From an optimization exercise on the open Yosys and OpenROAD flow, aimed at small area, a short achievable clock period and few clock cycles; shortcuts taken in it are not production practice.
At most, simulation tests tie the RTL to the original design; equivalence was not proved.

## old
==> module lab9, before the edit <==
module lab9(x,y,z,clk,reset,start,done);
input [7:0]x,y;
input clk,reset;
input start;
output [7:0]z;
output reg done;
reg [7:0] a, b;
reg busy;
wire [7:0] o = a | b;
wire [7:0] lo = {|o[6:0], |o[5:0], |o[4:0], |o[3:0], |o[2:0], |o[1:0], o[0], 1'b0};
wire [7:0] m0 = ~lo;                      
wire [7:0] m1 = lo & ~{lo[6:0], 1'b0};       
wire a_odd = |(a & m0);
wire b_odd = |(b & m0);
wire d_2 = ~|((a ^ b) & m1);              
wire d_3 = d_2 & ~|((a ^ b) & {m1[6:0], 1'b0});  
wire [6:0] u = a[7:1], v = b[7:1];
wire [6:0] pr = ~(u ^ v);                 
wire [6:0] g = u & ~v;
wire [6:0] t = u | ~v;
wire [6:0] G, T;
wire g10 = g[1] | (t[1] & g[0]),  t10 = t[1] & t[0];
wire g32 = g[3] | (t[3] & g[2]),  t32 = t[3] & t[2];
wire g54 = g[5] | (t[5] & g[4]),  t54 = t[5] & t[4];
wire g20 = g[2] | (t[2] & g10),   t20 = t[2] & t10;
wire g30 = g32 | (t32 & g10),     t30 = t32 & t10;
wire g64 = g[6] | (t[6] & g54),   t64 = t[6] & t54;
assign G[0] = g[0];              assign T[0] = t[0];
assign G[1] = g10;               assign T[1] = t10;
assign G[2] = g20;               assign T[2] = t20;
assign G[3] = g30;               assign T[3] = t30;
assign G[4] = g[4] | (t[4] & g30); assign T[4] = t[4] & t30;
assign G[5] = g54 | (t54 & g30);   assign T[5] = t54 & t30;
assign G[6] = g64 | (t64 & g30);   assign T[6] = t64 & t30;
wire [6:0] c  = {G[5:0], 1'b0};           
wire [6:0] c1 = {G[5:0] | T[5:0], 1'b1};  
wire [6:0] dab = pr ^ c1;                 
wire [6:0] dba = ~(pr ^ c);               
wire a_ge = G[6] | T[6];                  
wire fin = (a == b) | ~|a | ~|b;
assign z = o;
always @(posedge clk) begin
	if (reset) begin
		busy <= 1'b0;
		done <= 1'b0;
	end else begin
		done <= busy & fin & ~start;
		if (start)
			busy <= 1'b1;
		else if (fin)
			busy <= 1'b0;
	end
end
wire sh_a  = ~start & ~a_odd;             
wire sh_b  = ~start & a_odd & ~b_odd;     
wire sub   = ~start & a_odd & b_odd;      
wire [6:0] dd = pr ^ (a_ge ? c1 : ~c);    
wire [7:0] dsel = ({8{~d_2}} & dd) | ({8{d_2 & ~d_3}} & dd[6:1]) | ({8{d_3}} & dd[6:2]);
wire [7:0] a_nx = ({8{start}} & x) | ({8{sh_a}} & (a >> 1)) | ({8{sub}} & dsel) | ({8{sh_b}} & a);
wire [7:0] b_nx = ({8{start}} & y) | ({8{sh_b}} & (b >> 1)) | ({8{sub & ~a_ge}} & a)
                | ({8{sh_a | (sub & a_ge)}} & b);
always @(posedge clk) begin
	a <= a_nx;
	b <= b_nx;
end
endmodule
Settings: LEC_CHECK=0, ABC_AREA=1, CAP_MARGIN=20, CORE_MARGIN=2, CORE_UTILIZATION=40, SETUP_SLACK_MARGIN=2.8, SLEW_MARGIN=20; clock period 5.0 ns.
standard.sh (not shown) runs the stock make flow with config.mk's settings and CLKGATE_MAP_FILE= SYNTH_SCRIPT=/design/flow/synth_recipe.tcl, a recipe that flattens the netlist after the stock synthesis.
==> flow/flow/run.sh <==
#!/bin/bash
# The standard layout, with the smallest buffer on every input and output port
# instead of the one buffer_ports picks by default.
set -euo pipefail
bash standard.sh "BUFFER_PORTS_ARGS=-buffer_cell sky130_fd_sc_hd__buf_1" finish > standard.log 2>&1
The final layout from old, which completed every stage, passed the timing, DRC and antenna checks at the end of the flow.
Edits applied to the flow inputs when going from old to new:
--- a/flow/design.v
+++ b/flow/design.v
@@ -38,6 +38,6 @@
 wire [6:0] dba = ~(pr ^ c);               
 wire a_ge = G[6] | T[6];                  
-wire fin = (a == b) | ~|a | ~|b;
-assign z = o;
+wire fin = (a == b) | ~|a;
+assign z = b;
 always @(posedge clk) begin
 	if (reset) begin
@@ -58,5 +58,5 @@
 wire [7:0] dsel = ({8{~d_2}} & dd) | ({8{d_2 & ~d_3}} & dd[6:1]) | ({8{d_3}} & dd[6:2]);
 wire [7:0] a_nx = ({8{start}} & x) | ({8{sh_a}} & (a >> 1)) | ({8{sub}} & dsel) | ({8{sh_b}} & a);
-wire [7:0] b_nx = ({8{start}} & y) | ({8{sh_b}} & (b >> 1)) | ({8{sub & ~a_ge}} & a)
+wire [7:0] b_nx = ({8{start}} & (|y ? y : x)) | ({8{sh_b}} & (b >> 1)) | ({8{sub & ~a_ge}} & a)
                 | ({8{sh_a | (sub & a_ge)}} & b);
 always @(posedge clk) begin
[summary]
- new vs old — synthesis-to-layout area growth rose 0.90 points.
- Compared with old, new shows a higher global routing met1 resource utilization.
- Result: PASS for each of new and old
- Re floorplan die area: old was higher than new.
- new vs old — first-pass GRT wire length climbed by a few percent
- new does worse than old on wire length reported by the detailed router.
Testbench counts of new, summed over its fixed seeds: cycles 25,276.
Only the layout flow was run in old; the RTL was not checked for function there.

-- what the ideal ports hide --
Ports are ideal in the flow. The routed layouts listed here were re-timed in OpenROAD.
Step 1 (the two cells are an assumption about what drives the block):
set clk [get_ports {clk}]
set_driving_cell -lib_cell sky130_fd_sc_hd__clkbuf_16 $clk
set_driving_cell -lib_cell sky130_fd_sc_hd__buf_2 [delete_from_list [all_inputs] $clk]
Step 2 times the ports against the registers' clock, not the clock port: input delays grow and output delays shrink by t, the midpoint of the rising clock arrivals with the driver on.
a / b / c = ideal ports / drivers / drivers and shift; a / b = the first two.
run | shift t [ns] | setup WS [ns] | worst setup path after step 2
old | 0.271 | 2.852 / 2.828 / 2.820 | input to register
new | 0.281 | 2.923 / 2.923 / 2.766 | input to register
After both steps setup and hold are still met in every run listed. For new, which loses most, drivers alone change the setup slack by 0.000 ns; drivers and shift together by -0.157 ns.
